This is an optimization exercise on Yosys and OpenROAD, whose aim is small area and a short achievable clock period, not a production implementation. Only simulation tests tie the RTL to the original design; equivalence was not proved. The clock port is modelled as an ideal driver; clocking choices that lean on that would not hold on a real chip. Power and IR drop assume default switching activity.

`design/flow/config.mk`:
```
export PLATFORM = sky130hd
export DESIGN_NAME = booth_recoded_multiplier
export DESIGN_NICKNAME = booth_recoded_multiplier
export VERILOG_FILES = /design/flow/design.v
export SDC_FILE = /design/flow/constraint.sdc
export NUM_CORES = 4
export LEC_CHECK = 0
export CAP_MARGIN = 20
export CORE_MARGIN = 2
export CORE_UTILIZATION = 70
export SLEW_MARGIN = 20
export SYNTH_HIERARCHICAL = 1
export SYNTH_MINIMUM_KEEP_SIZE = 0
```
`design/flow/constraint.sdc`:
```
create_clock -name core_clock -period 8.5 [get_ports {clk}]
set_input_delay 1.7000 -clock core_clock [delete_from_list [all_inputs] [get_ports {clk}]]
set_output_delay 1.7000 -clock core_clock [all_outputs]
set_load 0.01 [all_outputs]
```
`design/flow/standard.sh`:
```
#!/bin/bash
# synth_recipe.tcl (not shown) runs the flow's synth.tcl, then flattens the netlist and writes it again
# the make line also repeats each setting of config.mk as NAME=value (left out here)
make -C /OpenROAD-flow-scripts/flow DESIGN_CONFIG=/design/flow/config.mk WORK_HOME=/design/flow/orfs CLKGATE_MAP_FILE= SYNTH_SCRIPT=/design/flow/synth_recipe.tcl "${@:-finish}"
```
`design/flow/design.v`:
```
module booth_recoded_multiplier(clk, reset, multiplicand, multiplier, prod);
  input clk, reset;
  input [11:0] multiplicand, multiplier;
  output reg [23:0] prod;
  reg [11:0] A, B;
  wire [23:0] X, Y, P;
  wire p1;
  wire p2;
  wire p3;
  wire p4;
  wire p5;
  wire p6;
  wire p7;
  wire p8;
  wire p9;
  wire p10;
  wire p11;
  wire p12;
  wire p13;
  wire p14;
  wire p15;
  wire p16;
  wire p17;
  wire p18;
  wire p19;
  wire p20;
  wire p21;
  wire p22;
  wire p23;
  wire p24;
  wire p25;
  wire p26;
  wire p27;
  wire p28;
  wire p29;
  wire p30;
  wire p31;
  wire p32;
  wire p33;
  wire p34;
  wire p35;
  wire p36;
  wire p37;
  wire p38;
  wire p39;
  wire p40;
  wire p41;
  wire p42;
  wire p43;
  wire p44;
  wire p45;
  wire p46;
  wire p47;
  wire p48;
  wire p49;
  wire p50;
  wire p51;
  wire p52;
  wire p53;
  wire p54;
  wire p55;
  wire p56;
  wire p57;
  wire p58;
  wire p59;
  wire p60;
  wire p61;
  wire p62;
  wire p63;
  wire p64;
  wire p65;
  wire p66;
  wire p67;
  wire p68;
  wire p69;
  wire p70;
  wire p71;
  wire p72;
  wire p73;
  wire p74;
  wire p75;
  wire p76;
  wire p77;
  wire p78;
  wire p79;
  wire p80;
  wire p81;
  wire p82;
  wire p83;
  wire p84;
  wire p85;
  wire p86;
  wire p87;
  wire p88;
  wire p89;
  wire p90;
  wire p91;
  wire p92;
  wire p93;
  wire p94;
  wire p95;
  wire p96;
  wire p97;
  wire p98;
  wire p99;
  wire p100;
  wire p101;
  wire p102;
  wire p103;
  wire p104;
  wire p105;
  wire p106;
  wire p107;
  wire p108;
  wire p109;
  wire p110;
  wire p111;
  wire p112;
  wire p113;
  wire p114;
  wire p115;
  wire p116;
  wire p117;
  wire p118;
  wire p119;
  wire p120;
  wire p121;
  wire p122;
  wire p123;
  wire p124;
  wire p125;
  wire p126;
  wire p127;
  wire p128;
  wire p129;
  wire p130;
  wire p131;
  wire p132;
  wire p133;
  wire p134;
  wire p135;
  wire p136;
  wire p137;
  wire p138;
  wire p139;
  wire p140;
  wire p141;
  wire p142;
  wire p143;
  wire p144;
  wire hs145;
  wire hc146;
  wire fs147;
  wire fc148;
  wire hs149;
  wire hc150;
  wire fs151;
  wire fc152;
  wire fs153;
  wire fc154;
  wire hs155;
  wire hc156;
  wire fs157;
  wire fc158;
  wire fs159;
  wire fc160;
  wire fs161;
  wire fc162;
  wire hs163;
  wire hc164;
  wire fs165;
  wire fc166;
  wire fs167;
  wire fc168;
  wire fs169;
  wire fc170;
  wire fs171;
  wire fc172;
  wire hs173;
  wire hc174;
  wire fs175;
  wire fc176;
  wire fs177;
  wire fc178;
  wire fs179;
  wire fc180;
  wire fs181;
  wire fc182;
  wire fs183;
  wire fc184;
  wire fs185;
  wire fc186;
  wire fs187;
  wire fc188;
  wire fs189;
  wire fc190;
  wire fs191;
  wire fc192;
  wire fs193;
  wire fc194;
  wire hs195;
  wire hc196;
  wire fs197;
  wire fc198;
  wire fs199;
  wire fc200;
  wire fs201;
  wire fc202;
  wire fs203;
  wire fc204;
  wire fs205;
  wire fc206;
  wire fs207;
  wire fc208;
  wire hs209;
  wire hc210;
  wire fs211;
  wire fc212;
  wire fs213;
  wire fc214;
  wire fs215;
  wire fc216;
  wire fs217;
  wire fc218;
  wire fs219;
  wire fc220;
  wire fs221;
  wire fc222;
  wire fs223;
  wire fc224;
  wire hs225;
  wire hc226;
  wire fs227;
  wire fc228;
  wire fs229;
  wire fc230;
  wire fs231;
  wire fc232;
  wire fs233;
  wire fc234;
  wire fs235;
  wire fc236;
  wire fs237;
  wire fc238;
  wire fs239;
  wire fc240;
  wire fs241;
  wire fc242;
  wire hs243;
  wire hc244;
  wire fs245;
  wire fc246;
  wire fs247;
  wire fc248;
  wire fs249;
  wire fc250;
  wire fs251;
  wire fc252;
  wire fs253;
  wire fc254;
  wire fs255;
  wire fc256;
  wire fs257;
  wire fc258;
  wire fs259;
  wire fc260;
  wire fs261;
  wire fc262;
  wire hs263;
  wire hc264;
  wire ks265;
  wire kc266;
  wire fs267;
  wire fc268;
  wire fs269;
  wire fc270;
  wire fs271;
  wire fc272;
  wire fs273;
  wire fc274;
  wire fs275;
  wire fc276;
  wire fs277;
  wire fc278;
  wire fs279;
  wire fc280;
  wire fs281;
  wire fc282;
  wire fs283;
  wire fc284;
  wire fs285;
  wire fc286;
  wire fs287;
  wire fc288;
  wire fs289;
  wire fc290;
  wire fs291;
  wire fc292;
  wire fs293;
  wire fc294;
  wire fs295;
  wire fc296;
  wire fs297;
  wire fc298;
  wire fs299;
  wire fc300;
  wire fs301;
  wire fc302;
  wire fs303;
  wire fc304;
  wire fs305;
  wire fc306;
  wire fs307;
  wire fc308;
  wire fs309;
  wire fc310;
  wire fs311;
  wire fc312;
  wire fs313;
  wire fc314;
  wire fs315;
  wire fc316;
  wire fs317;
  wire fc318;
  wire fs319;
  wire fc320;
  wire fs321;
  wire fc322;
  wire fs323;
  wire fc324;
  wire fs325;
  wire fc326;
  wire fs327;
  wire fc328;
  wire fs329;
  wire fc330;
  wire fs331;
  wire fc332;
  wire fs333;
  wire fc334;
  wire fs335;
  wire fc336;
  wire fs337;
  wire fc338;
  wire fs339;
  wire fc340;
  wire fs341;
  wire fc342;
  wire fs343;
  wire fc344;
  wire fs345;
  wire fc346;
  wire fs347;
  wire fc348;
  wire fs349;
  wire fc350;
  wire fs351;
  wire fc352;
  wire fs353;
  wire fc354;
  wire fs355;
  wire fc356;
  wire fs357;
  wire fc358;
  wire fs359;
  wire fc360;
  wire fs361;
  wire fc362;
  wire fs363;
  wire fc364;
  wire fs365;
  wire fc366;
  wire fs367;
  wire fc368;
  wire fs369;
  wire fc370;
  wire fs371;
  wire fc372;
  wire fs373;
  wire fc374;
  assign p1 = ~(A[0] & B[0]);
  assign p2 = ~(A[0] & B[1]);
  assign p3 = ~(A[0] & B[2]);
  assign p4 = ~(A[0] & B[3]);
  assign p5 = ~(A[0] & B[4]);
  assign p6 = ~(A[0] & B[5]);
  assign p7 = ~(A[0] & B[6]);
  assign p8 = ~(A[0] & B[7]);
  assign p9 = ~(A[0] & B[8]);
  assign p10 = ~(A[0] & B[9]);
  assign p11 = ~(A[0] & B[10]);
  assign p12 = (A[0] & B[11]);
  assign p13 = ~(A[1] & B[0]);
  assign p14 = ~(A[1] & B[1]);
  assign p15 = ~(A[1] & B[2]);
  assign p16 = ~(A[1] & B[3]);
  assign p17 = ~(A[1] & B[4]);
  assign p18 = ~(A[1] & B[5]);
  assign p19 = ~(A[1] & B[6]);
  assign p20 = ~(A[1] & B[7]);
  assign p21 = ~(A[1] & B[8]);
  assign p22 = ~(A[1] & B[9]);
  assign p23 = ~(A[1] & B[10]);
  assign p24 = (A[1] & B[11]);
  assign p25 = ~(A[2] & B[0]);
  assign p26 = ~(A[2] & B[1]);
  assign p27 = ~(A[2] & B[2]);
  assign p28 = ~(A[2] & B[3]);
  assign p29 = ~(A[2] & B[4]);
  assign p30 = ~(A[2] & B[5]);
  assign p31 = ~(A[2] & B[6]);
  assign p32 = ~(A[2] & B[7]);
  assign p33 = ~(A[2] & B[8]);
  assign p34 = ~(A[2] & B[9]);
  assign p35 = ~(A[2] & B[10]);
  assign p36 = (A[2] & B[11]);
  assign p37 = ~(A[3] & B[0]);
  assign p38 = ~(A[3] & B[1]);
  assign p39 = ~(A[3] & B[2]);
  assign p40 = ~(A[3] & B[3]);
  assign p41 = ~(A[3] & B[4]);
  assign p42 = ~(A[3] & B[5]);
  assign p43 = ~(A[3] & B[6]);
  assign p44 = ~(A[3] & B[7]);
  assign p45 = ~(A[3] & B[8]);
  assign p46 = ~(A[3] & B[9]);
  assign p47 = ~(A[3] & B[10]);
  assign p48 = (A[3] & B[11]);
  assign p49 = ~(A[4] & B[0]);
  assign p50 = ~(A[4] & B[1]);
  assign p51 = ~(A[4] & B[2]);
  assign p52 = ~(A[4] & B[3]);
  assign p53 = ~(A[4] & B[4]);
  assign p54 = ~(A[4] & B[5]);
  assign p55 = ~(A[4] & B[6]);
  assign p56 = ~(A[4] & B[7]);
  assign p57 = ~(A[4] & B[8]);
  assign p58 = ~(A[4] & B[9]);
  assign p59 = ~(A[4] & B[10]);
  assign p60 = (A[4] & B[11]);
  assign p61 = ~(A[5] & B[0]);
  assign p62 = ~(A[5] & B[1]);
  assign p63 = ~(A[5] & B[2]);
  assign p64 = ~(A[5] & B[3]);
  assign p65 = ~(A[5] & B[4]);
  assign p66 = ~(A[5] & B[5]);
  assign p67 = ~(A[5] & B[6]);
  assign p68 = ~(A[5] & B[7]);
  assign p69 = ~(A[5] & B[8]);
  assign p70 = ~(A[5] & B[9]);
  assign p71 = ~(A[5] & B[10]);
  assign p72 = (A[5] & B[11]);
  assign p73 = ~(A[6] & B[0]);
  assign p74 = ~(A[6] & B[1]);
  assign p75 = ~(A[6] & B[2]);
  assign p76 = ~(A[6] & B[3]);
  assign p77 = ~(A[6] & B[4]);
  assign p78 = ~(A[6] & B[5]);
  assign p79 = ~(A[6] & B[6]);
  assign p80 = ~(A[6] & B[7]);
  assign p81 = ~(A[6] & B[8]);
  assign p82 = ~(A[6] & B[9]);
  assign p83 = ~(A[6] & B[10]);
  assign p84 = (A[6] & B[11]);
  assign p85 = ~(A[7] & B[0]);
  assign p86 = ~(A[7] & B[1]);
  assign p87 = ~(A[7] & B[2]);
  assign p88 = ~(A[7] & B[3]);
  assign p89 = ~(A[7] & B[4]);
  assign p90 = ~(A[7] & B[5]);
  assign p91 = ~(A[7] & B[6]);
  assign p92 = ~(A[7] & B[7]);
  assign p93 = ~(A[7] & B[8]);
  assign p94 = ~(A[7] & B[9]);
  assign p95 = ~(A[7] & B[10]);
  assign p96 = (A[7] & B[11]);
  assign p97 = ~(A[8] & B[0]);
  assign p98 = ~(A[8] & B[1]);
  assign p99 = ~(A[8] & B[2]);
  assign p100 = ~(A[8] & B[3]);
  assign p101 = ~(A[8] & B[4]);
  assign p102 = ~(A[8] & B[5]);
  assign p103 = ~(A[8] & B[6]);
  assign p104 = ~(A[8] & B[7]);
  assign p105 = ~(A[8] & B[8]);
  assign p106 = ~(A[8] & B[9]);
  assign p107 = ~(A[8] & B[10]);
  assign p108 = (A[8] & B[11]);
  assign p109 = ~(A[9] & B[0]);
  assign p110 = ~(A[9] & B[1]);
  assign p111 = ~(A[9] & B[2]);
  assign p112 = ~(A[9] & B[3]);
  assign p113 = ~(A[9] & B[4]);
  assign p114 = ~(A[9] & B[5]);
  assign p115 = ~(A[9] & B[6]);
  assign p116 = ~(A[9] & B[7]);
  assign p117 = ~(A[9] & B[8]);
  assign p118 = ~(A[9] & B[9]);
  assign p119 = ~(A[9] & B[10]);
  assign p120 = (A[9] & B[11]);
  assign p121 = ~(A[10] & B[0]);
  assign p122 = ~(A[10] & B[1]);
  assign p123 = ~(A[10] & B[2]);
  assign p124 = ~(A[10] & B[3]);
  assign p125 = ~(A[10] & B[4]);
  assign p126 = ~(A[10] & B[5]);
  assign p127 = ~(A[10] & B[6]);
  assign p128 = ~(A[10] & B[7]);
  assign p129 = ~(A[10] & B[8]);
  assign p130 = ~(A[10] & B[9]);
  assign p131 = ~(A[10] & B[10]);
  assign p132 = (A[10] & B[11]);
  assign p133 = (A[11] & B[0]);
  assign p134 = (A[11] & B[1]);
  assign p135 = (A[11] & B[2]);
  assign p136 = (A[11] & B[3]);
  assign p137 = (A[11] & B[4]);
  assign p138 = (A[11] & B[5]);
  assign p139 = (A[11] & B[6]);
  assign p140 = (A[11] & B[7]);
  assign p141 = (A[11] & B[8]);
  assign p142 = (A[11] & B[9]);
  assign p143 = (A[11] & B[10]);
  assign p144 = ~(A[11] & B[11]);
  assign hs145 = ~(p2 ^ p13);
  assign hc146 = p2 | p13;
  fa ufs147 (.a(p3), .b(p14), .ci(p25), .s(fs147), .co(fc148));
  assign hs149 = ~(hc146 ^ fs147);
  assign hc150 = hc146 | fs147;
  fa ufs151 (.a(p4), .b(p15), .ci(p26), .s(fs151), .co(fc152));
  fa ufs153 (.a(p37), .b(fc148), .ci(fs151), .s(fs153), .co(fc154));
  assign hs155 = ~(hc150 ^ fs153);
  assign hc156 = hc150 | fs153;
  fa ufs157 (.a(p5), .b(p16), .ci(p27), .s(fs157), .co(fc158));
  fa ufs159 (.a(p38), .b(p49), .ci(fc152), .s(fs159), .co(fc160));
  fa ufs161 (.a(fs157), .b(fc154), .ci(fs159), .s(fs161), .co(fc162));
  assign hs163 = ~(hc156 ^ fs161);
  assign hc164 = hc156 | fs161;
  fa ufs165 (.a(p6), .b(p17), .ci(p28), .s(fs165), .co(fc166));
  fa ufs167 (.a(p39), .b(p50), .ci(p61), .s(fs167), .co(fc168));
  fa ufs169 (.a(fc158), .b(fs165), .ci(fs167), .s(fs169), .co(fc170));
  fa ufs171 (.a(fc160), .b(fs169), .ci(fc162), .s(fs171), .co(fc172));
  assign hs173 = ~(hc164 ^ fs171);
  assign hc174 = hc164 | fs171;
  fa ufs175 (.a(p7), .b(p18), .ci(p29), .s(fs175), .co(fc176));
  fa ufs177 (.a(p40), .b(p51), .ci(p62), .s(fs177), .co(fc178));
  fa ufs179 (.a(p73), .b(fc166), .ci(fc168), .s(fs179), .co(fc180));
  fa ufs181 (.a(fs175), .b(fs177), .ci(fc170), .s(fs181), .co(fc182));
  fa ufs183 (.a(fs179), .b(fs181), .ci(fc172), .s(fs183), .co(fc184));
  fa ufs185 (.a(p8), .b(p19), .ci(p30), .s(fs185), .co(fc186));
  fa ufs187 (.a(p41), .b(p52), .ci(p63), .s(fs187), .co(fc188));
  fa ufs189 (.a(p74), .b(p85), .ci(fc176), .s(fs189), .co(fc190));
  fa ufs191 (.a(fc178), .b(fs185), .ci(fs187), .s(fs191), .co(fc192));
  fa ufs193 (.a(fc180), .b(fs189), .ci(fs191), .s(fs193), .co(fc194));
  assign hs195 = ~(fc182 ^ fs193);
  assign hc196 = fc182 | fs193;
  fa ufs197 (.a(p9), .b(p20), .ci(p31), .s(fs197), .co(fc198));
  fa ufs199 (.a(p42), .b(p53), .ci(p64), .s(fs199), .co(fc200));
  fa ufs201 (.a(p75), .b(p86), .ci(p97), .s(fs201), .co(fc202));
  fa ufs203 (.a(fc186), .b(fc188), .ci(fs197), .s(fs203), .co(fc204));
  fa ufs205 (.a(fs199), .b(fs201), .ci(fc190), .s(fs205), .co(fc206));
  fa ufs207 (.a(fc192), .b(fs203), .ci(fs205), .s(fs207), .co(fc208));
  assign hs209 = ~(fc194 ^ hc196);
  assign hc210 = fc194 | hc196;
  fa ufs211 (.a(p10), .b(p21), .ci(p32), .s(fs211), .co(fc212));
  fa ufs213 (.a(p43), .b(p54), .ci(p65), .s(fs213), .co(fc214));
  fa ufs215 (.a(p76), .b(p87), .ci(p98), .s(fs215), .co(fc216));
  fa ufs217 (.a(p109), .b(fc198), .ci(fc200), .s(fs217), .co(fc218));
  fa ufs219 (.a(fc202), .b(fs211), .ci(fs213), .s(fs219), .co(fc220));
  fa ufs221 (.a(fs215), .b(fc204), .ci(fs217), .s(fs221), .co(fc222));
  fa ufs223 (.a(fs219), .b(fc206), .ci(fs221), .s(fs223), .co(fc224));
  assign hs225 = ~(fc208 ^ fs223);
  assign hc226 = fc208 | fs223;
  fa ufs227 (.a(p11), .b(p22), .ci(p33), .s(fs227), .co(fc228));
  fa ufs229 (.a(p44), .b(p55), .ci(p66), .s(fs229), .co(fc230));
  fa ufs231 (.a(p77), .b(p88), .ci(p99), .s(fs231), .co(fc232));
  fa ufs233 (.a(p110), .b(p121), .ci(fc212), .s(fs233), .co(fc234));
  fa ufs235 (.a(fc214), .b(fc216), .ci(fs227), .s(fs235), .co(fc236));
  fa ufs237 (.a(fs229), .b(fs231), .ci(fc218), .s(fs237), .co(fc238));
  fa ufs239 (.a(fc220), .b(fs233), .ci(fs235), .s(fs239), .co(fc240));
  fa ufs241 (.a(fs237), .b(fc222), .ci(fs239), .s(fs241), .co(fc242));
  assign hs243 = ~(fc224 ^ fs241);
  assign hc244 = fc224 | fs241;
  fa ufs245 (.a(p12), .b(p23), .ci(p34), .s(fs245), .co(fc246));
  fa ufs247 (.a(p45), .b(p56), .ci(p67), .s(fs247), .co(fc248));
  fa ufs249 (.a(p78), .b(p89), .ci(p100), .s(fs249), .co(fc250));
  fa ufs251 (.a(p111), .b(p122), .ci(p133), .s(fs251), .co(fc252));
  fa ufs253 (.a(fc228), .b(fc230), .ci(fc232), .s(fs253), .co(fc254));
  fa ufs255 (.a(fs245), .b(fs247), .ci(fs249), .s(fs255), .co(fc256));
  fa ufs257 (.a(fs251), .b(fc234), .ci(fc236), .s(fs257), .co(fc258));
  fa ufs259 (.a(fs253), .b(fs255), .ci(fc238), .s(fs259), .co(fc260));
  fa ufs261 (.a(fs257), .b(fc240), .ci(fs259), .s(fs261), .co(fc262));
  assign hs263 = ~(fc242 ^ hc244);
  assign hc264 = fc242 | hc244;
  ha uks265 (.a(p24), .b(p35), .s(ks265), .c(kc266));
  fa ufs267 (.a(p46), .b(p57), .ci(p68), .s(fs267), .co(fc268));
  fa ufs269 (.a(p79), .b(p90), .ci(p101), .s(fs269), .co(fc270));
  fa ufs271 (.a(p112), .b(p123), .ci(p134), .s(fs271), .co(fc272));
  fa ufs273 (.a(ks265), .b(fc246), .ci(fc248), .s(fs273), .co(fc274));
  fa ufs275 (.a(fc250), .b(fc252), .ci(fs267), .s(fs275), .co(fc276));
  fa ufs277 (.a(fs269), .b(fs271), .ci(fc254), .s(fs277), .co(fc278));
  fa ufs279 (.a(fc256), .b(fs273), .ci(fs275), .s(fs279), .co(fc280));
  fa ufs281 (.a(fc258), .b(fs277), .ci(fs279), .s(fs281), .co(fc282));
  fa ufs283 (.a(fc260), .b(fs281), .ci(fc262), .s(fs283), .co(fc284));
  fa ufs285 (.a(p36), .b(p47), .ci(p58), .s(fs285), .co(fc286));
  fa ufs287 (.a(p69), .b(p80), .ci(p91), .s(fs287), .co(fc288));
  fa ufs289 (.a(p102), .b(p113), .ci(p124), .s(fs289), .co(fc290));
  fa ufs291 (.a(p135), .b(kc266), .ci(fc268), .s(fs291), .co(fc292));
  fa ufs293 (.a(fc270), .b(fc272), .ci(fs285), .s(fs293), .co(fc294));
  fa ufs295 (.a(fs287), .b(fs289), .ci(fc274), .s(fs295), .co(fc296));
  fa ufs297 (.a(fc276), .b(fs291), .ci(fs293), .s(fs297), .co(fc298));
  fa ufs299 (.a(fc278), .b(fs295), .ci(fc280), .s(fs299), .co(fc300));
  fa ufs301 (.a(fs297), .b(fc282), .ci(fs299), .s(fs301), .co(fc302));
  fa ufs303 (.a(p48), .b(p59), .ci(p70), .s(fs303), .co(fc304));
  fa ufs305 (.a(p81), .b(p92), .ci(p103), .s(fs305), .co(fc306));
  fa ufs307 (.a(p114), .b(p125), .ci(p136), .s(fs307), .co(fc308));
  fa ufs309 (.a(fc286), .b(fc288), .ci(fc290), .s(fs309), .co(fc310));
  fa ufs311 (.a(fs303), .b(fs305), .ci(fs307), .s(fs311), .co(fc312));
  fa ufs313 (.a(fc292), .b(fc294), .ci(fs309), .s(fs313), .co(fc314));
  fa ufs315 (.a(fs311), .b(fc296), .ci(fc298), .s(fs315), .co(fc316));
  fa ufs317 (.a(fs313), .b(fc300), .ci(fs315), .s(fs317), .co(fc318));
  fa ufs319 (.a(p60), .b(p71), .ci(p82), .s(fs319), .co(fc320));
  fa ufs321 (.a(p93), .b(p104), .ci(p115), .s(fs321), .co(fc322));
  fa ufs323 (.a(p126), .b(p137), .ci(fc304), .s(fs323), .co(fc324));
  fa ufs325 (.a(fc306), .b(fc308), .ci(fs319), .s(fs325), .co(fc326));
  fa ufs327 (.a(fs321), .b(fc310), .ci(fc312), .s(fs327), .co(fc328));
  fa ufs329 (.a(fs323), .b(fs325), .ci(fc314), .s(fs329), .co(fc330));
  fa ufs331 (.a(fs327), .b(fc316), .ci(fs329), .s(fs331), .co(fc332));
  fa ufs333 (.a(p72), .b(p83), .ci(p94), .s(fs333), .co(fc334));
  fa ufs335 (.a(p105), .b(p116), .ci(p127), .s(fs335), .co(fc336));
  fa ufs337 (.a(p138), .b(fc320), .ci(fc322), .s(fs337), .co(fc338));
  fa ufs339 (.a(fs333), .b(fs335), .ci(fc324), .s(fs339), .co(fc340));
  fa ufs341 (.a(fc326), .b(fs337), .ci(fc328), .s(fs341), .co(fc342));
  fa ufs343 (.a(fs339), .b(fc330), .ci(fs341), .s(fs343), .co(fc344));
  fa ufs345 (.a(p84), .b(p95), .ci(p106), .s(fs345), .co(fc346));
  fa ufs347 (.a(p117), .b(p128), .ci(p139), .s(fs347), .co(fc348));
  fa ufs349 (.a(fc334), .b(fc336), .ci(fs345), .s(fs349), .co(fc350));
  fa ufs351 (.a(fs347), .b(fc338), .ci(fs349), .s(fs351), .co(fc352));
  fa ufs353 (.a(fc340), .b(fs351), .ci(fc342), .s(fs353), .co(fc354));
  fa ufs355 (.a(p96), .b(p107), .ci(p118), .s(fs355), .co(fc356));
  fa ufs357 (.a(p129), .b(p140), .ci(fc346), .s(fs357), .co(fc358));
  fa ufs359 (.a(fc348), .b(fs355), .ci(fc350), .s(fs359), .co(fc360));
  fa ufs361 (.a(fs357), .b(fs359), .ci(fc352), .s(fs361), .co(fc362));
  fa ufs363 (.a(p108), .b(p119), .ci(p130), .s(fs363), .co(fc364));
  fa ufs365 (.a(p141), .b(fc356), .ci(fs363), .s(fs365), .co(fc366));
  fa ufs367 (.a(fc358), .b(fs365), .ci(fc360), .s(fs367), .co(fc368));
  fa ufs369 (.a(p120), .b(p131), .ci(p142), .s(fs369), .co(fc370));
  fa ufs371 (.a(fc364), .b(fs369), .ci(fc366), .s(fs371), .co(fc372));
  fa ufs373 (.a(p132), .b(p143), .ci(fc370), .s(fs373), .co(fc374));
  assign X = {1'b1, p144, fc372, fc368, fc362, fc354, fc344, fc332, fc318, fc302, fc284, hc264, fs261, hc226, hc210, fs207, fc184, hc174, hs173, hs163, hs155, hs149, hs145, p1};
  assign Y = {1'b1, fc374, fs373, fs371, fs367, fs361, fs353, fs343, fs331, fs317, fs301, fs283, hs263, hs243, hs225, hs209, hs195, fs183, 1'b1, 1'b1, 1'b1, 1'b1, 1'b1, 1'b1};
  assign P = (~(X + Y + 24'd1)) ^ 24'h800000;
  always @(posedge clk or posedge reset)
    if (reset) begin A <= 12'd0; prod <= 24'd0; end
    else begin A <= multiplicand; prod <= P; end
  always @(posedge clk)
    B <= multiplier;
endmodule
module fa(input a, input b, input ci, output s, output co);
  assign s = a ^ b ^ ci;
  assign co = (a & b) | (ci & (a ^ b));
endmodule
module ha(input a, input b, output s, output c);
  assign s = a ^ b;
  assign c = a & b;
endmodule
```
`design/flow/flow/skew_apply.tcl`:
```
read_db $::env(SKEW_IN)
read_liberty $::env(SKEW_LIB)
read_sdc $::env(SKEW_SDC)
source $::env(SKEW_RC)
estimate_parasitics -placement

# optionally the operand flip-flops (fanout 12 each) get the next drive strength
if {[info exists ::env(SKEW_UPAB)] && $::env(SKEW_UPAB)} {
  foreach pin [get_pins -hierarchical {A*/CLK B*/CLK}] {
    set inst [$pin instance]
    set cell [get_name [$inst liberty_cell]]
    if {[regsub {_1$} $cell {_2} up]} {
      replace_cell $inst [get_lib_cells */$up]
    }
  }
  estimate_parasitics -placement
}
set s0 [sta::worst_slack_cmd max]
set block [ord::get_db_block]
set dbu [[ord::get_db_tech] getDbUnitsPerMicron]

set moved {}
set moved_sta {}
foreach pin [get_pins -hierarchical prod*/D] {
  if {[get_property $pin slack_max] < $::env(SKEW_THR)} {
    lappend moved [sta::sta_to_db_inst [$pin instance]]
    lappend moved_sta [$pin instance]
  }
}

# the clock root buffer (driven by the clk port) and its output net
set clknet [[$block findBTerm clk] getNet]
set rootinst ""
foreach it [$clknet getITerms] { if {[$it isInputSignal]} { set rootinst [$it getInst] } }
set rootnet ""
foreach it [$rootinst getITerms] { if {[$it isOutputSignal]} { set rootnet [[$it getNet] getName] } }
puts "SKEW: root [$rootinst getName] net $rootnet"

# centroid of the moved flip-flops
set x 0; set y 0
foreach i $moved {
  set bb [$i getBBox]
  set x [expr {$x + ([$bb xMin] + [$bb xMax]) / 2.0}]
  set y [expr {$y + ([$bb yMin] + [$bb yMax]) / 2.0}]
}
set n [llength $moved]
set cx [expr {$x / $n / $dbu}]; set cy [expr {$y / $n / $dbu}]

# move their clock pins onto the root net, then build the chain backwards from them
set oldnets {}
set rootdb [$block findNet $rootnet]
foreach i $moved {
  set it [$i findITerm CLK]
  lappend oldnets [[$it getNet] getName]
  $it disconnect
  $it connect $rootdb
}
# optionally the other flip-flops hang directly on the root net (no leaf buffers)
if {[info exists ::env(SKEW_FLAT)] && $::env(SKEW_FLAT)} {
  foreach inst [$block getInsts] {
    set it [$inst findITerm CLK]
    if {$it eq "NULL" || [lsearch -exact $moved $inst] >= 0} continue
    if {[[$inst getMaster] isSequential] == 0} continue
    set net [$it getNet]
    if {[$net getName] eq $rootnet} continue
    lappend oldnets [$net getName]
    $it disconnect
    $it connect $rootdb
  }
  if {[info exists ::env(SKEW_ROOTCELL)] && $::env(SKEW_ROOTCELL) ne ""} {
    replace_cell [get_cells [$rootinst getName]] [get_lib_cells */sky130_fd_sc_hd__$::env(SKEW_ROOTCELL)]
  }
}
estimate_parasitics -placement
set loads {}
foreach i $moved_sta { lappend loads [$i find_pin CLK] }
set k 0
foreach cell [lreverse $::env(SKEW_CHAIN)] {
  set name "skew_buf_$k"
  set b [insert_buffer -buffer_cell sky130_fd_sc_hd__$cell -net $rootnet -load_pins $loads \
      -location [list $cx $cy] -buffer_name $name -net_name "skew_net_$k"]
  puts "SKEW: inserted $b [get_full_name $b]"
  set loads [get_pins [get_full_name $b]/A]
  lappend chain_insts [get_full_name $b]
  incr k
}
foreach b $chain_insts {
  set dbi [$block findInst $b]
  $dbi setPlacementStatus PLACED
  foreach it [$dbi getITerms] { if {[$it isOutputSignal]} { [$it getNet] setSigType CLOCK } }
}

# leaf buffers left without a load go
foreach nn [lsort -unique $oldnets] {
  set dbn [$block findNet $nn]
  if {$dbn eq "NULL"} continue
  set nload 0
  foreach it [$dbn getITerms] { if {[$it isInputSignal]} { incr nload } }
  if {$nload == 0} {
    foreach it [$dbn getITerms] {
      if {[$it isOutputSignal]} {
        set inst [$it getInst]
        puts "SKEW: removing unloaded clock buffer [$inst getName]"
        odb::dbInst_destroy $inst
      }
    }
    odb::dbNet_destroy $dbn
  }
}

detailed_placement
check_placement
estimate_parasitics -placement
set s1 [sta::worst_slack_cmd max]
set h1 [sta::worst_slack_cmd min]
set area 0.0
foreach inst [$block getInsts] {
  set m [$inst getMaster]
  set area [expr {$area + [$m getWidth] * [$m getHeight] / double($dbu * $dbu)}]
}
# largest clock-pin slew over all flip-flops, and a rough area for the hold fixes to come
# (one ~10 um2 delay buffer per 0.35 ns of negative hold slack at each endpoint)
set maxslew 0.0
set holdfix 0
foreach pin [get_pins -hierarchical */CLK] {
  set sl [get_property $pin slew_max]
  if {$sl > $maxslew} { set maxslew $sl }
}
foreach pin [get_pins -hierarchical */D] {
  set hs [get_property $pin slack_min]
  if {$hs < 0} { incr holdfix [expr {int(ceil(-$hs / 0.35))}] }
}
set area [expr {$area + 10.0 * $holdfix}]
puts "SKEW_RESULT upab=[expr {[info exists ::env(SKEW_UPAB)] ? $::env(SKEW_UPAB) : 0}] flat=[expr {[info exists ::env(SKEW_FLAT)] ? $::env(SKEW_FLAT) : 0}] thr=$::env(SKEW_THR) chain={$::env(SKEW_CHAIN)} moved=$n setup_before=$s0 setup_after=$s1 hold_after=$h1 clkslew=$maxslew area=$area"
report_clock_latency
if {[info exists ::env(SKEW_OUT)] && $::env(SKEW_OUT) ne ""} {
  write_db $::env(SKEW_OUT)
}
```
`design/flow/flow/run.sh`:
```
#!/bin/bash
set -euo pipefail
export BUFFER_PORTS_ARGS="-buffer_cell sky130_fd_sc_hd__buf_1"
export CTS_ARGS="-sink_clustering_enable -repair_clock_nets -dont_use_dummy_load"
bash standard.sh synth floorplan place cts > log_make_to_cts.txt 2>&1

R=orfs/results/${FLOW_PLATFORM}/booth_recoded_multiplier/base
mkdir -p skew
cp $R/4_cts.odb skew/4_cts_noskew.odb
export SKEW_IN=skew/4_cts_noskew.odb SKEW_SDC=$R/4_cts.sdc
export SKEW_LIB=$FLOW_HOME/platforms/${FLOW_PLATFORM}/lib/sky130_fd_sc_hd__tt_025C_1v80.lib
export SKEW_RC=$FLOW_HOME/platforms/${FLOW_PLATFORM}/setRC.tcl
chains=(
  "clkdlybuf4s50_1 clkbuf_16"
  "clkdlybuf4s50_1 clkdlybuf4s25_1 clkbuf_16"
  "clkdlybuf4s50_1 clkdlybuf4s50_1 clkbuf_16"
  "clkdlybuf4s50_1 clkdlybuf4s50_1 clkbuf_1 clkbuf_16"
  "clkdlybuf4s50_1 clkdlybuf4s50_1 clkbuf_2 clkbuf_16"
  "clkdlybuf4s50_1 clkdlybuf4s50_1 clkbuf_2 clkbuf_2 clkbuf_16"
  "clkdlybuf4s50_1 clkdlybuf4s50_1 clkdlybuf4s15_1 clkbuf_16"
  "clkdlybuf4s50_1 clkdlybuf4s50_1 clkdlybuf4s18_1 clkbuf_16"
  "clkdlybuf4s50_1 clkdlybuf4s50_1 clkdlybuf4s25_1 clkbuf_16"
  "clkdlybuf4s50_1 clkdlybuf4s50_1 clkdlybuf4s50_1 clkbuf_16"
)
# flat=1: the other flip-flops hang on the root net, whose buffer becomes a clkbuf_16
n=0
for up in 0 1; do
  for flat in 0 1; do
    for thr in 5.0 5.7; do
      for ch in "${chains[@]}"; do
        ( SKEW_UPAB=$up SKEW_FLAT=$flat SKEW_ROOTCELL=clkbuf_16 SKEW_THR=$thr SKEW_CHAIN="$ch" \
            SKEW_OUT=skew/try_$n.odb openroad -no_splash -exit flow/skew_apply.tcl > skew/try_$n.log 2>&1 || true ) &
        n=$((n + 1))
        while [ "$(jobs -rp | wc -l)" -ge "${NUM_CORES:-4}" ]; do sleep 0.5; done
      done
    done
  done
done
wait
best=$(grep -H SKEW_RESULT skew/try_*.log | sed -E 's/^skew\/try_([0-9]+)\.log:.*setup_after=([^ ]+) hold_after=([^ ]+) clkslew=([^ ]+) area=([^ ]+).*/\1 \2 \3 \4 \5/' \
  | awk -v p=$FLOW_PERIOD_NS '$4 < 0.100 {printf "%s %.2f %.4f\n", $1, (p - $2*1e9) * $5, $3*1e9}' \
  | sort -k2,2g | awk 'NR==1{top=$2} $2<=top*1.002' | sort -k3,3gr | head -1 | cut -d' ' -f1)
grep -h SKEW_RESULT skew/try_*.log > skew/results.txt || true
if [ -n "$best" ] && [ -f skew/try_$best.odb ]; then
  echo "chosen: try_$best $(grep SKEW_RESULT skew/try_$best.log)" >> skew/results.txt
  cp skew/try_$best.odb $R/4_cts.odb
fi
rm -f skew/try_*.odb
bash standard.sh route finish > log_make_route_finish.txt 2>&1
```
==> results of run 1 <==
-- layer usage --
metal	vias up	wire length (um)	track usage [%]
met2	203	5520	53.5
met1	1770	4060	41.3
li1	1523	-	-
met3	39	894	6.06
met5	-	0	0
met4	0	404	16.4
-- Yosys stat by module, one instance, submodules excluded --
module                    times used  flip-flops and latches
ha                                 1                       0
booth_recoded_multiplier           1                      48
fa                               104                       0
-- sequential cells by signal, summed over array words and instances (netlist names) --
name	cells
A	12
B	12
prod	24
-- cells by family after synthesis --
logic type	after synthesis
simple gates	177
fa+ha+maj	133
buf+inv	48
flops	48
compound gates	46
xor+xnor	14
-- repair_timing --
action	4_1_cts	5_1_grt
endpoints found under the setup margin	0	0
hold endpoints to repair	0	2
resized for setup	0	0
hold buffers	0	2
-- stage by stage --
stage | util (%) | hold slack [ns] | cells
3_3_place_gp | 76.2 | 0.689 | 588
6_report | 78.6 | -0.0387 | 599
5_1_grt | 78.6 | 0.0652 | 599
4_1_cts | 77.2 | 0.692 | 593
3_5_place_dp | 76.2 | 0.680 | 588
2_1_floorplan | - | 0.454 | 466
-- Yosys cell counts --
cell	count	area, sq um
nor3b_1	1	7.51
o211ai_2	1	12.5
o211ai_1	1	7.51
xnor2_1	5	43.8
dfxtp_1	12	240
nand3b_1	2	15.0
a21boi_0	1	7.51
o21ai_1	2	10.0
o21bai_2	1	11.3
ha_1	28	350
a21oi_2	6	52.6
and2_1	25	156
clkbuf_1	24	90.1
o21ai_2	1	8.76
a311oi_2	1	15.0
fa_1	105	2100
xor2_1	9	78.8
nor3_1	1	5.00
nor2_1	9	33.8
nand2_1	129	484
nand2b_1	4	25.0
o2111ai_1	1	8.76
o21a_1	3	22.5
o31ai_1	1	7.51
a21o_1	6	45.0
dfrtp_1	36	901
a21o_2	1	8.76
nand4_1	1	6.26
inv_1	24	90.1
o211a_1	1	10.0
nand3_1	2	10.0
or3_1	1	6.26
a21oi_1	12	60.1
nor2b_1	2	12.5
o21ai_0	7	35.0
-- power by group --
group	total, mW	switching [mW]	internal [mW]
Sequential	0.354	0.0372	0.317
Clock	0.174	0.0834	0.0907
Combinational	1.75	1.00	0.747
Total	2.28	1.13	1.15
-- worst max path at each step --
stage | endpoint | cells past startpoint
2_1_floorplan | prod[19] | 15
6_report | prod[18] | 1
4_1_cts | prod[20] | 15
5_1_grt | prod[20] | 14
3_5_place_dp | prod[20] | 15
3_3_place_gp | prod[21] | 14
-- final cells by class --
| type | count | share of cell area (%) |
|---|---|---|
| clock buffer | 9 | 2.19 |
| inverter | 24 | 1.68 |
| multi-input combinational | 370 | 68.2 |
| sequential | 48 | 21.8 |
| tap | 96 | 2.24 |
| timing repair buffer | 52 | 3.94 |
==> results.txt, run 1 <==
status complete, but fails checks; layout check faults hold timing; post-route cell area 5370 sq um; Synth Net Count 625; grt total ovfl 0; CP Data Arrival Time 1.95 ns; relative slew slack 68.5%; worst skew pair latency 1.43 ns; Max-cap violations 0; Final Skew 1.16 ns; Clock Sinks 48; reg2reg setup slack 4.88 ns; post-synthesis simple-gate area fraction 15.3%; worst slack, placed 3.66 ns; initial antenna violation count 0; DP HPWL 8.04 mm; Max Fanout on Critical Path 1; port bufs 49; Via Count 3535; Fillers 473; Fin Setup TNS 0 ns; Final Slew Violations 0; Initial Utilization 72.9%; Finish-stage setup viols 0; GRT Total Usage 32.4%; Reg2Reg Capture Point prod[20]; LEAKAGE 2.18 nW; share of post-route cells with drive strength above 1 8.35%; crit path launch prod[18]; Hold Crit Class register to register; critical path class register to primary output; IO Pins 50; vias in the first global route 3968; Hold Crit Depth 5; register area 1170 sq um; post-synthesis cell area 4980 sq um; Die Y-Extent 88.4 um; Adder-Cell Fraction of Synth Area 49.2%; clock buffer count from CTS 5; family with the most delay on the worst path flip-flops; final worst-path cycle share 42.9%; worst stage delay on the critical path 0.39 ns; post-synthesis mux area share 0%; die area 7810 sq um; hold_sp B[11]; final hold vios 2; Clock Path Buffers 2; WHS Endpoint prod[23]; wire per inst 18.2 um; Synth Area in Compound Gates 6.48%; worst-margin pin slew 0.473 ns; CTS root buf clkbuf_8; Yosys cell types 35; Yosys reg bits 48; final setup margin 4.85 ns; drt initial violations 343; hold slack final -0.0387 ns; Syn Area/Cell 10.7 sq um; synth warn 7; Placement Rows 30; Max Freq 274 MHz; Post-DP Area 5200 sq um; Reg2Reg Launch Point A[0]; Power per Cell Area 424 nW/um^2; drt pass-1 iters 6; Routed Antenna Nets 0; R2R depth 15; Multi-input gate area 3660 sq um; chip width 88.4 um; clk slew on worst S/H paths 0.07 ns; H-tree levels 2; area grow syn2layout 7.81%; vias per cell 5.90; slowest stage cell, crit path dfrtp_1; Critical Path, Cell by Cell buf_1; Final GP Congestion 0.851; most common cell after layout, fill and taps aside nand2_1; Layout Nets 664; core area 6830 sq um; Req. time, crit path 6.80 ns; Period minus WS final 3.65 ns; sequential-to-total area share from yosys stat 22.9%; routed wire length 10.9 mm; crit end category primary output; ANT cells 0; global-route wire length before repair 18.0 mm; largest net degree at the start of global routing 37; most frequent cells in the layout nand2_1 (129), fa_1 (105), buf_1 (49); CP Launch Type register; Syn Inst Count 466; CTS tree yes; setup bufs post-CTS 0; DR DRC count 0; Buf/Inv on CP 1; unrepaired setup endpoints after global routing false; Design Power 2.28 mW; XOR/XNOR share of the synthesized area 2.46%; Worst VDD drop 0.365 mV; largest family of logic cells by synthesized area adder cells
==> inputs of run 2 (changes only) <==
--- a/design/flow/flow/run.sh
+++ b/design/flow/flow/run.sh
@@ -7,7 +7,7 @@
 R=orfs/results/${FLOW_PLATFORM}/booth_recoded_multiplier/base
 mkdir -p skew
 cp $R/4_cts.odb skew/4_cts_noskew.odb
-export SKEW_IN=skew/4_cts_noskew.odb SKEW_SDC=$R/4_cts.sdc
+export SKEW_SDC=$R/4_cts.sdc
 export SKEW_LIB=$FLOW_HOME/platforms/${FLOW_PLATFORM}/lib/sky130_fd_sc_hd__tt_025C_1v80.lib
 export SKEW_RC=$FLOW_HOME/platforms/${FLOW_PLATFORM}/setRC.tcl
 chains=(
@@ -22,17 +22,23 @@
   "clkdlybuf4s50_1 clkdlybuf4s50_1 clkdlybuf4s25_1 clkbuf_16"
   "clkdlybuf4s50_1 clkdlybuf4s50_1 clkdlybuf4s50_1 clkbuf_16"
 )
-# flat=1: the other flip-flops hang on the root net, whose buffer becomes a clkbuf_16
+# bases: the placed design as CTS left it, and after setup repair towards tighter targets
+cp skew/4_cts_noskew.odb skew/base_0.odb
+for m in 3.8 3.95; do
+  ( REPAIR_IN=skew/4_cts_noskew.odb REPAIR_OUT=skew/base_$m.odb REPAIR_MARGIN=$m \
+      openroad -no_splash -exit flow/repair.tcl > skew/repair_$m.log 2>&1 || true ) &
+done
+wait
 n=0
-for up in 0 1; do
-  for flat in 0 1; do
-    for thr in 5.0 5.7; do
-      for ch in "${chains[@]}"; do
-        ( SKEW_UPAB=$up SKEW_FLAT=$flat SKEW_ROOTCELL=clkbuf_16 SKEW_THR=$thr SKEW_CHAIN="$ch" \
-            SKEW_OUT=skew/try_$n.odb openroad -no_splash -exit flow/skew_apply.tcl > skew/try_$n.log 2>&1 || true ) &
-        n=$((n + 1))
-        while [ "$(jobs -rp | wc -l)" -ge "${NUM_CORES:-4}" ]; do sleep 0.5; done
-      done
+for base in 0 3.8 3.95; do
+  [ -f skew/base_$base.odb ] || continue
+  for up in 0 1; do
+    for ch in "${chains[@]}"; do
+      ( SKEW_IN=skew/base_$base.odb SKEW_UPAB=$up SKEW_THR=1.4 SKEW_CHAIN="$ch" \
+          SKEW_OUT=skew/try_$n.odb openroad -no_splash -exit flow/skew_apply.tcl > skew/try_$n.log 2>&1 || true ) &
+      echo "try_$n base=$base" >> skew/trials.txt
+      n=$((n + 1))
+      while [ "$(jobs -rp | wc -l)" -ge "${NUM_CORES:-4}" ]; do sleep 0.5; done
     done
   done
 done
@@ -45,5 +51,5 @@
   echo "chosen: try_$best $(grep SKEW_RESULT skew/try_$best.log)" >> skew/results.txt
   cp skew/try_$best.odb $R/4_cts.odb
 fi
-rm -f skew/try_*.odb
+rm -f skew/try_*.odb skew/base_*.odb
 bash standard.sh route finish > log_make_route_finish.txt 2>&1
==> design/flow/flow/repair.tcl (new file) <==
read_db $::env(REPAIR_IN)
read_liberty $::env(SKEW_LIB)
read_sdc $::env(SKEW_SDC)
source $::env(SKEW_RC)
estimate_parasitics -placement
repair_timing -setup -setup_margin $::env(REPAIR_MARGIN) -verbose
detailed_placement
check_placement
estimate_parasitics -placement
puts "REPAIR_RESULT margin=$::env(REPAIR_MARGIN) setup=[sta::worst_slack_cmd max]"
write_db $::env(REPAIR_OUT)
--- a/design/flow/flow/skew_apply.tcl
+++ b/design/flow/flow/skew_apply.tcl
@@ -22,7 +22,7 @@
 set moved {}
 set moved_sta {}
 foreach pin [get_pins -hierarchical prod*/D] {
-  if {[get_property $pin slack_max] < $::env(SKEW_THR)} {
+  if {[get_property $pin slack_max] < $s0 * 1e9 + $::env(SKEW_THR)} {
     lappend moved [sta::sta_to_db_inst [$pin instance]]
     lappend moved_sta [$pin instance]
   }
@@ -131,7 +131,7 @@
   if {$hs < 0} { incr holdfix [expr {int(ceil(-$hs / 0.35))}] }
 }
 set area [expr {$area + 10.0 * $holdfix}]
-puts "SKEW_RESULT upab=[expr {[info exists ::env(SKEW_UPAB)] ? $::env(SKEW_UPAB) : 0}] flat=[expr {[info exists ::env(SKEW_FLAT)] ? $::env(SKEW_FLAT) : 0}] thr=$::env(SKEW_THR) chain={$::env(SKEW_CHAIN)} moved=$n setup_before=$s0 setup_after=$s1 hold_after=$h1 clkslew=$maxslew area=$area"
+puts "SKEW_RESULT in=[file tail $::env(SKEW_IN)] upab=[expr {[info exists ::env(SKEW_UPAB)] ? $::env(SKEW_UPAB) : 0}] flat=[expr {[info exists ::env(SKEW_FLAT)] ? $::env(SKEW_FLAT) : 0}] thr=$::env(SKEW_THR) chain={$::env(SKEW_CHAIN)} moved=$n setup_before=$s0 setup_after=$s1 hold_after=$h1 clkslew=$maxslew area=$area"
 report_clock_latency
 if {[info exists ::env(SKEW_OUT)] && $::env(SKEW_OUT) ne ""} {
   write_db $::env(SKEW_OUT)
==> run 2 against run 1 <==
Against the previous run: still fails the layout checks on hold timing; non-clock buffer count did not move; utilization unchanged; fmax unchanged; worst hold slack stayed put; routed wire length unchanged; critical endpoint unchanged.
==> results.txt, run 2 <==
final hold vios 2 (unchanged); CP Launch Type register; Initial Utilization 72.9% (unchanged); post-route cell area 5370 sq um (unchanged); met2 wire len 5.52 mm (unchanged); DR DRC count 0 (unchanged); most common cell after layout, fill and taps aside nand2_1; Design Power 2.28 mW (unchanged); post-synthesis mux area share 0% (unchanged); Final Skew 1.16 ns (unchanged); DP HPWL 8.04 mm (unchanged); family with the most delay on the worst path flip-flops; grt total ovfl 0 (unchanged); status complete, but fails checks; vias per cell 5.90 (unchanged); Regs by FF count prod x24, A x12, B x12; Syn Area/Cell 10.7 sq um (unchanged); EDFF count, synth 0 (unchanged); worst slack, placed 3.66 ns (unchanged); M1 wire length 4.06 mm (unchanged); Hold Crit Class register to register; Area contributors post-synth fa_1 (42%), dfrtp_1 (18%), nand2_1 (9.7%); die area 7810 sq um (unchanged); Primary FF master, synth dfrtp_1; Fin Setup TNS 0 ns (unchanged); Synth Area in Compound Gates 6.48% (unchanged); XOR/XNOR share of the synthesized area 2.46% (unchanged); worst-margin pin slew 0.473 ns (unchanged); Power per Cell Area 424 nW/um^2 (unchanged); Die Y-Extent 88.4 um (unchanged); top layer in use met4; dpl cells 588 (unchanged); largest area contributor in the netlist fa_1; routed wire length 10.9 mm (unchanged); Max Freq 274 MHz (unchanged); worst stage delay on the critical path 0.39 ns (about the same); CTS tree yes; LEAKAGE 2.18 nW (unchanged); fraction of registers with async set/reset 75.0% (unchanged); setup bufs post-CTS 0 (unchanged); port bufs 49 (unchanged); slowest stage cell, crit path dfrtp_1; Via Count 3535 (unchanged); GRT Total Usage 32.4% (unchanged); initial antenna violation count 0 (unchanged); Max Fanout on Critical Path 1 (unchanged); sequential power share 15.5% (about the same); global-route wire length before repair 18.0 mm (unchanged); Final GP Congestion 0.851 (unchanged); chip width 88.4 um (unchanged); drt pass-1 iters 6 (unchanged); Critical Path, Cell by Cell buf_1; Synth Net Count 625 (unchanged); wire per inst 18.2 um (unchanged); Layout Nets 664 (unchanged); Finish-stage setup viols 0 (unchanged); Comb pwr share 76.8% (about the same); Final Slew Violations 0 (unchanged); most frequent cells in the layout nand2_1 (129), fa_1 (105), buf_1 (49); vias in the first global route 3968 (unchanged); post-layout util 78.6% (unchanged); Req. time, crit path 6.80 ns (about the same); Max-cap violations 0 (unchanged); layout check faults hold timing; H-tree levels 2 (unchanged); Synth top area share 42.2% (unchanged); Adder-Cell Fraction of Synth Area 49.2% (unchanged); clk slew on worst S/H paths 0.07 ns (about the same); Yosys reg bits 48 (unchanged); Reg with most FFs prod; Placement Rows 30 (unchanged); post-synthesis simple-gate area fraction 15.3% (unchanged); Clk pwr share 7.6% (about the same); clock buffer count from CTS 5 (unchanged); Yosys cell types 35 (unchanged); Clock Path Buffers 2 (unchanged); top post-synthesis cells by count nand2_1 (129), fa_1 (105), dfrtp_1 (36); Post-Layout Cell Count 599 (unchanged); switching pwr 1.13 mW (unchanged); Worst VDD drop 0.365 mV (unchanged); worst skew pair latency 1.43 ns (about the same); met3 wire len 894 um (unchanged); IO Pins 50 (unchanged); Syn Inst Count 466 (unchanged); Buf/Inv on CP 1 (unchanged); Period minus WS final 3.65 ns (unchanged); switching share of power 49.4% (unchanged); relative slew slack 68.5% (unchanged); share of post-route cells with drive strength above 1 8.35% (unchanged); final worst-path cycle share 42.9% (unchanged); core area 6830 sq um (unchanged); max reg flops 24 (unchanged); synth warn 7 (unchanged); post-synthesis cell area 4980 sq um (unchanged); Clock Sinks 48 (unchanged); Routed Antenna Nets 0 (unchanged); crit end category primary output; largest family of logic cells by synthesized area adder cells; drt initial violations 343 (unchanged); CP Data Arrival Time 1.95 ns (about the same); unrepaired setup endpoints after global routing false; Pint 1.15 mW (unchanged); count leader, synth nand2_1; critical path class register to primary output; Post-DP Area 5200 sq um (unchanged); ANT cells 0 (unchanged); final setup margin 4.85 ns (unchanged); sequential-to-total area share from yosys stat 22.9% (unchanged); CTS root buf clkbuf_8; hold slack final -0.0387 ns (unchanged); area grow syn2layout 7.81% (unchanged); largest net degree at the start of global routing 37 (unchanged)
==> run 2: cell counts after synthesis <==
Identical to the previous run, type by type.
==> run 2: worst paths after layout <==
kind	slack [ns]	to	depth (start not counted)	startpoint
hold reg to reg	-0.04	prod[23]	5	B[11]
setup / recovery	4.85	prod[18]	1	prod[18]
min in group asynchronous	0.35	prod[8]	3	reset
hold / removal	-0.04	prod[23]	5	B[11]
max in group asynchronous	6.63	A[9]	3	reset
setup reg to reg	4.88	prod[20]	15	A[0]
==> run 2: routing by layer <==
layer	GRT usage, %	up-vias
li1	-	1523
met1	41.3	1770
met2	53.5	203
met3	6.06	39
met4	16.4	0
met5	0	-
==> run 2: Yosys stat by module (local to each module, per instance) <==
module | flip-flops and latches | area (sq um) | times used
fa | 0 | 20.0 | 104
ha | 0 | 12.5 | 1
booth_recoded_multiplier | 48 | 2890 | 1
==> run 2: power by group through the flow <==
stage / Sequential, mW / Clock (mW) / Combinational (mW)
finish: 0.354 / 0.174 / 1.75
floorplan: 0.365 / 0 / 1.37
detailed placement: 0.356 / 0 / 1.73
CTS: 0.352 / 0.128 / 1.74
global placement: 0.356 / 0 / 1.69
global route: 0.362 / 0.184 / 1.96
==> run 2: final cells by class <==
cell class	count	area, sq um
repair buffers	52	211
well taps	96	120
flip-flops and latches	48	1170
clock buffers	9	118
fillers	473	1460
inverters	24	90.1
multi-input cells	370	3660
==> run 2: timing repair <==
item | CTS | global route
gates resized for setup | 0 | 0
hold buffers | 0 | 2
endpoints found under the setup margin | 0 | 0
hold endpoints to repair | 0 | 2
==> run 2: cell families (layout without fill, tap and decap cells) <==
family	count (synthesis)	in the layout
buf+inv	48	85
flops	48	48
simple gates	177	177
fa+ha+maj	133	133
xor+xnor	14	14
compound gates	46	46
==> inputs of run 3 (changes only) <==
--- a/design/flow/config.mk
+++ b/design/flow/config.mk
@@ -8,6 +8,7 @@
 export CAP_MARGIN = 20
 export CORE_MARGIN = 2
 export CORE_UTILIZATION = 70
+export HOLD_SLACK_MARGIN = 0.1
 export SLEW_MARGIN = 20
 export SYNTH_HIERARCHICAL = 1
 export SYNTH_MINIMUM_KEEP_SIZE = 0
==> run 3 against run 2 <==
Against the previous run: now clean on timing, DRC and antenna; sequential cell count did not move; utilization increased by 0.44 points; die area unchanged; clock power barely moved; power is essentially flat; sequential share of layout area decreased by 0.12 points; critical path type unchanged.
==> results.txt, run 3 <==
status finished clean; Initial Utilization 72.9% (unchanged); worst skew pair latency 1.42 ns (about the same); Reg with most FFs prod; Hold Crit Depth 5 (unchanged); Placement Rows 30 (unchanged); top post-synthesis cells by count nand2_1 (129), fa_1 (105), dfrtp_1 (36); Final GP Congestion 0.851 (unchanged); Regs by FF count prod x24, A x12, B x12; reg2reg setup slack 4.88 ns (about the same); Primary FF master, synth dfrtp_1; Critical Path, Cell by Cell buf_1; chip width 88.4 um (unchanged); relative slew slack 68.2% (-0.28 points); Period minus WS final 3.63 ns (-0.0169 ns); final hold vios 0 (-2); worst-margin pin slew 0.477 ns (+0.00423 ns); core area 6830 sq um (unchanged); worst slack, placed 3.66 ns (unchanged); Routed Antenna Nets 0 (unchanged); Area contributors post-synth fa_1 (42%), dfrtp_1 (18%), nand2_1 (9.7%); count leader, synth nand2_1; hold slack final 0.0826 ns (+0.121 ns); most common cell after layout, fill and taps aside nand2_1; Syn Inst Count 466 (unchanged); Reg2Reg Capture Point prod[20]; clock buffer count from CTS 5 (unchanged); LEAKAGE 2.19 nW (+0.60%); Die Y-Extent 88.4 um (unchanged); largest area contributor in the netlist fa_1; sequential-to-total area share from yosys stat 22.9% (unchanged); ANT cells 0 (unchanged); Layout Nets 667 (+0.45%); Post-Layout Cell Count 602 (+0.50%); post-synthesis cell area 4980 sq um (unchanged); Syn Area/Cell 10.7 sq um (unchanged); Max-cap violations 0 (unchanged); grt total ovfl 0 (unchanged); IO Pins 50 (unchanged); most frequent cells in the layout nand2_1 (129), fa_1 (105), buf_1 (49); fraction of registers with async set/reset 75.0% (unchanged); slowest stage cell, crit path dfrtp_1; port bufs 49 (unchanged); CTS root buf clkbuf_8; crit end category primary output; wire per inst 18.4 um (+1.5%); Req. time, crit path 6.80 ns (about the same); hold_sp A[10]; final setup margin 4.87 ns (+0.0169 ns); area grow syn2layout 8.41%; Max Fanout on Critical Path 1 (unchanged); largest net degree at the start of global routing 37 (unchanged); H-tree levels 2 (unchanged); CP Launch Type register; synth warn 7 (unchanged); WHS Endpoint prod[23]; vias per cell 5.93 (+0.46%); share of post-route cells with drive strength above 1 8.30% (-0.050 points); drt initial violations 307 (-10%); GRT Total Usage 32.4% (unchanged); Yosys reg bits 48 (unchanged); R2R depth 15 (unchanged); max reg flops 24 (unchanged); clk slew on worst S/H paths 0.08 ns (about the same); crit path launch prod[18]; Post-CTS Resized 0 (unchanged); Design Power 2.28 mW (about the same); Clock Sinks 48 (unchanged); Final Skew 1.16 ns (-0.00418 ns); Max Freq 276 MHz (+0.47%); Yosys cell types 35 (unchanged); Final Slew Violations 0 (unchanged); Reg2Reg Launch Point B[3]; DP HPWL 8.04 mm (unchanged); drt pass-1 iters 5 (-1); Via Count 3569 (+0.96%); worst stage delay on the critical path 0.38 ns (about the same); Clock Path Buffers 2 (unchanged); Fillers 471 (-0.42%); Power per Cell Area 422 nW/um^2 (-0.53%); Hold Crit Class register to register; dpl cells 588 (unchanged); routed wire length 11.1 mm (+2.1%); CP Data Arrival Time 1.93 ns (-0.02 ns); family with the most delay on the worst path flip-flops; DR DRC count 0 (unchanged); Fin Setup TNS 0 ns (unchanged); die area 7810 sq um (unchanged); Finish-stage setup viols 0 (unchanged); Synth Net Count 625 (unchanged); Worst VDD drop 0.369 mV (+1.3%); critical path class register to primary output; Synth top area share 42.2% (unchanged); global-route wire length before repair 18.0 mm (unchanged); Buf/Inv on CP 1 (unchanged); final worst-path cycle share 42.7% (-0.20 points); initial antenna violation count 0 (unchanged); CTS tree yes; vias in the first global route 3968 (unchanged); unrepaired setup endpoints after global routing false; EDFF count, synth 0 (unchanged)
## run 3: cell families after synthesis
logic type                 share of synthesized area [%]
AOI/OAI and AO/OA                                   6.48
xor gates and xnor gates                            2.46
adders and majority gates                           49.2
buffers and inverters                               3.62
DFF                                                 22.9
and+or+nand+nor                                     15.3
## run 3: per-layer routing
| metal | routed length [um] | global-route usage (%) | share of wire [%] | vias to the layer above |
|---|---|---|---|---|
| met2 | 5690 | 53.5 | 51 | 201 |
| li1 | - | - | - | 1527 |
| met1 | 4190 | 41.3 | 38 | 1801 |
| met3 | 804 | 6.06 | 7.2 | 40 |
| met5 | 0 | 0 | 0 | - |
| met4 | 423 | 16.4 | 3.8 | 0 |
## run 3: layout make-up
type	count	area, sq um	area share (%)
multi-input cells	370	3660	67.8
inverters	24	90.1	1.67
clock buffers	9	118	2.18
repair buffers	55	241	4.47
flip-flops and latches	48	1170	21.7
well taps	96	120	2.22
## run 3: how the worst max path moves through the flow
stage	to	depth (start not counted)
after floorplan	prod[19]	15
after global placement	prod[21]	14
after detailed placement	prod[20]	15
after CTS	prod[20]	15
after global routing	prod[20]	14
final	prod[18]	1
## run 3: what timing repair did
action                    4_1_cts  5_1_grt
setup buffers                   0        0
hold endpoints to repair        0        2
hold buffers                    0        5
## run 3: stage by stage
stage                     area [sq um]  util (%)
after floorplan                   4980         -
after global placement            5200      76.2
after detailed placement          5200      76.2
after CTS                         5270      77.2
after global routing              5400      79.0
final                             5400      79.0
## run 3: modules after synthesis, one instance, submodules excluded
module | flip-flops and latches | cells inside | cell area, sq um | times used
ha | 0 | 1 | 12.5 | 1
fa | 0 | 1 | 20.0 | 104
booth_recoded_multiplier | 48 | 361 | 2890 | 1
## run 3: where the power goes
| group | internal [mW] | switching, mW |
|---|---|---|
| Clock | 0.0907 | 0.0821 |
| Sequential | 0.317 | 0.0372 |
| Combinational | 0.748 | 1.01 |
==> inputs of run 4 (changes only) <==
--- a/design/flow/config.mk
+++ b/design/flow/config.mk
@@ -7,7 +7,7 @@
 export LEC_CHECK = 0
 export CAP_MARGIN = 20
 export CORE_MARGIN = 2
-export CORE_UTILIZATION = 70
+export CORE_UTILIZATION = 80
 export HOLD_SLACK_MARGIN = 0.1
 export SLEW_MARGIN = 20
 export SYNTH_HIERARCHICAL = 1
==> run 4 against run 3 <==
Against the previous run: sequential power barely moved; sequential cell count stayed put; count of clock-buffer cells in the layout shrank 1; register-to-register slack got worse by 0.09 ns; clock power down 2%; synthesized cell count unchanged; worst hold slack lost 0.039 ns.
==> results.txt, run 4 <==
status finished clean; Reg with most FFs prod; share of post-route cells with drive strength above 1 7.54% (-0.76 points); Buf/Inv on CP 2 (+1); XOR/XNOR share of the synthesized area 2.46% (unchanged); Pint 1.15 mW (-0.29%); switching share of power 50.3% (+1.0 points); most common cell after layout, fill and taps aside nand2_1; post-layout util 89.7% (+11 points); ANT cells 0 (unchanged); Worst VDD drop 0.521 mV (+41%); routed wire length 12.2 mm (+9.6%); switching pwr 1.17 mW (+3.9%); vias per cell 6.50 (+9.7%); CTS root buf clkbuf_8; largest area contributor in the netlist fa_1; crit end category register; Req. time, crit path 9.77 ns (+2.97 ns); Clk pwr share 7.3% (-0.3 points); CP Data Arrival Time 4.98 ns (+3.05 ns); Layout Nets 665 (-0.30%); drt initial violations 483 (+57%); Comb pwr share 77.3% (+0.4 points); max reg flops 24 (unchanged); most frequent cells in the layout nand2_1 (129), fa_1 (105), buf_1 (49); LEAKAGE 2.19 nW (-0.15%); post-synthesis mux area share 0% (unchanged); sequential-to-total area share from yosys stat 22.9% (unchanged); Synth top area share 42.2% (unchanged); wire per inst 21.0 um (+14%); Max-cap violations 0 (unchanged); post-synthesis simple-gate area fraction 15.3% (unchanged); final hold vios 0 (unchanged); CP Launch Type register; Post-CTS Resized 0 (unchanged); relative slew slack 67.4% (-0.79 points); initial antenna violation count 0 (unchanged); area grow syn2layout 7.23%; family with the most delay on the worst path adder cells; Clock Path Buffers 2 (unchanged); final worst-path cycle share 43.7% (+0.97 points); Yosys reg bits 48 (unchanged); synth warn 7 (unchanged); Clock Sinks 48 (unchanged); Adder-Cell Fraction of Synth Area 49.2% (unchanged); Synth Area in Compound Gates 6.48% (unchanged); hold slack final 0.0432 ns (-0.0394 ns); vias in the first global route 4017 (+1.2%); largest net degree at the start of global routing 37 (unchanged); EDFF count, synth 0 (unchanged); Final Slew Violations 0 (unchanged); grt total ovfl 0 (unchanged); port bufs 49 (unchanged); DR DRC count 0 (unchanged); dpl cells 567 (-3.6%); Syn Area/Cell 10.7 sq um (unchanged); Hold Buf Count CTS 0 (unchanged); GRT Total Usage 39.1% (+6.7 points); unrepaired setup endpoints after global routing false; global-route wire length before repair 19.8 mm (+10%); Final Skew 1.10 ns (-0.0541 ns); Final GP Congestion 0.926 (+8.8%); Power per Cell Area 434 nW/um^2 (+2.9%); fraction of registers with async set/reset 75.0% (unchanged); Placement Rows 28 (-6.7%); worst stage delay on the critical path 0.60 ns (+0.22 ns); sequential power share 15.4% (about the same); core area 5960 sq um (-13%); largest family of logic cells by synthesized area adder cells; Max Freq 269 MHz (-2.2%); CTS tree yes; Finish-stage setup viols 0 (unchanged); worst skew pair latency 1.38 ns (-0.04 ns); final setup margin 4.79 ns (-0.0827 ns); Synth Net Count 625 (unchanged); post-synthesis cell area 4980 sq um (unchanged); IO Pins 50 (unchanged); setup bufs post-CTS 0 (unchanged); Area contributors post-synth fa_1 (42%), dfrtp_1 (18%), nand2_1 (9.7%); Routed Antenna Nets 0 (unchanged); slowest stage cell, crit path dfxtp_1; Syn Inst Count 466 (unchanged); DP HPWL 9.00 mm (+12%); critical path class register to register; Hold Crit Class register to register; worst-margin pin slew 0.489 ns (+0.0119 ns); Period minus WS final 3.71 ns (+0.0827 ns); Fillers 270 (-43%); H-tree levels 2 (unchanged); worst slack, placed 3.64 ns (-0.0132 ns); Primary FF master, synth dfrtp_1; Die Y-Extent 82.9 um (-6.2%); Regs by FF count prod x24, A x12, B x12; Initial Utilization 83.6% (+11 points); top post-synthesis cells by count nand2_1 (129), fa_1 (105), dfrtp_1 (36); clock buffer count from CTS 5 (unchanged); Max Fanout on Critical Path 12 (+11); Fin Setup TNS 0 ns (unchanged); count leader, synth nand2_1; drt pass-1 iters 10 (+5); Yosys cell types 35 (unchanged); clk slew on worst S/H paths 0.09 ns (about the same); Via Count 3766 (+5.5%); Post-Layout Cell Count 579 (-3.8%); CP dominant cell by count fa_1; die area 6870 sq um (-12%); Critical Path, Cell by Cell nand2_1 -> fa_1 -> fa_1 -> fa_1 -> fa_1 -> inv_1 -> ha_1 -> ha_1 -> inv_1 -> ha_1 -> o211ai_2 -> a21oi_2 -> o211ai_1 -> o31ai_1 -> a21oi_1 -> xor2_1; chip width 82.9 um (-6.2%)
## run 4: cell counts after synthesis
No cell type changed its count.
## run 4: cells by family (layout without fill, tap and decap cells)
family                     after synthesis  in the layout
AOI/OAI and AO/OA                       46             46
xor gates and xnor gates                14             14
adders and majority gates              133            133
buffers and inverters                   48             86
DFF                                     48             48
and+or+nand+nor                        177            177
## run 4: path summary, 6_finish.rpt
kind	cells after the start	start	slack, ns	to
worst max-delay path	16	B[9]	4.79	prod[20]
worst min-delay path	5	B[10]	0.04	prod[23]
worst max register to register	16	B[9]	4.79	prod[20]
worst min register to register	5	B[10]	0.04	prod[23]
max in group asynchronous	3	reset	6.64	A[10]
min in group asynchronous	3	reset	0.40	prod[9]
## run 4: area by class of cell
class | instances | area [sq um] | area share [%]
clock buffer | 8 | 105 | 1.97
inverter | 24 | 90.1 | 1.69
multi-input combinational | 370 | 3660 | 68.5
sequential | 48 | 1170 | 21.8
tap | 75 | 93.8 | 1.76
timing repair buffer | 54 | 226 | 4.24
## run 4: worst min-delay path: stages (launching register included)
cell,delay (ns)
dfxtp_2,0.48
and2_1,0.19
fa_1,0.18
ha_1,0.14
a21oi_1,0.05
o21ai_0,0.07
## run 4: modules after synthesis (local to each module, per instance)
module,flip-flops and latches,cells inside
booth_recoded_multiplier,48,361
ha,0,1
fa,0,1
## run 4: per-layer routing
layer	part of all wire, %	vias to the layer above	GRT usage [%]
met3	10	99	6.96
met1	32	1808	48.0
met5	0	-	0
met2	51	326	65.7
li1	-	1533	-
met4	7.3	0	22.4
## run 4: power by group through the flow
stage               Combinational, mW  Sequential [mW]  Clock, mW
CTS                              1.77            0.354      0.126
global placement                 1.66            0.354          0
finish                           1.79            0.357      0.169
detailed placement               1.75            0.358          0
floorplan                        1.37            0.365          0
global route                     1.99            0.360      0.177
## run 4: metrics by stage
stage | total power, mW | area [sq um]
final | 2.32 | 5340
after global routing | 2.53 | 5340
after detailed placement | 2.11 | 5180
after CTS | 2.25 | 5250
after floorplan | 1.73 | 4980
after global placement | 2.01 | 5180

## afterwards: timing with drivers on the ports
How much do the figures lean on ideal ports? The routed layouts below were timed once more, with nothing changed but the port constraints.
Step 1, drivers: a clkbuf_16 drives clk and a buf_2 each remaining input, both assumed.
Step 2, shift: input delay + t, output delay - t, t = (earliest + latest rising clock arrival at the registers) / 2. This alone moves slack from input paths to output paths.
a / b / c = ideal / step 1 / step 2; a / b = the first two.
| run | t (ns) | slack for setup (ns) | hold WS [ns] | latest minus earliest clock arrival (ns) | cell pins on the clock port's net |
|---|---|---|---|---|---|
| run 1 | 0.878 | 4.855 / 4.822 / 4.882 | -0.039 / -0.039 / -0.039 | 1.163 / 1.163 | 1 |
| run 2 | 0.878 | 4.855 / 4.822 / 4.882 | -0.039 / -0.039 / -0.039 | 1.163 / 1.163 | 1 |
| run 3 | 0.874 | 4.871 / 4.838 / 4.877 | 0.083 / 0.083 / 0.083 | 1.159 / 1.159 | 1 |
| run 4 | 0.855 | 4.789 / 4.789 / 4.789 | 0.043 / 0.043 / 0.043 | 1.104 / 1.105 | 1 |
In every run listed the clock reaches the registers at very different times; t lies between them, and the last value is a rough guide only.
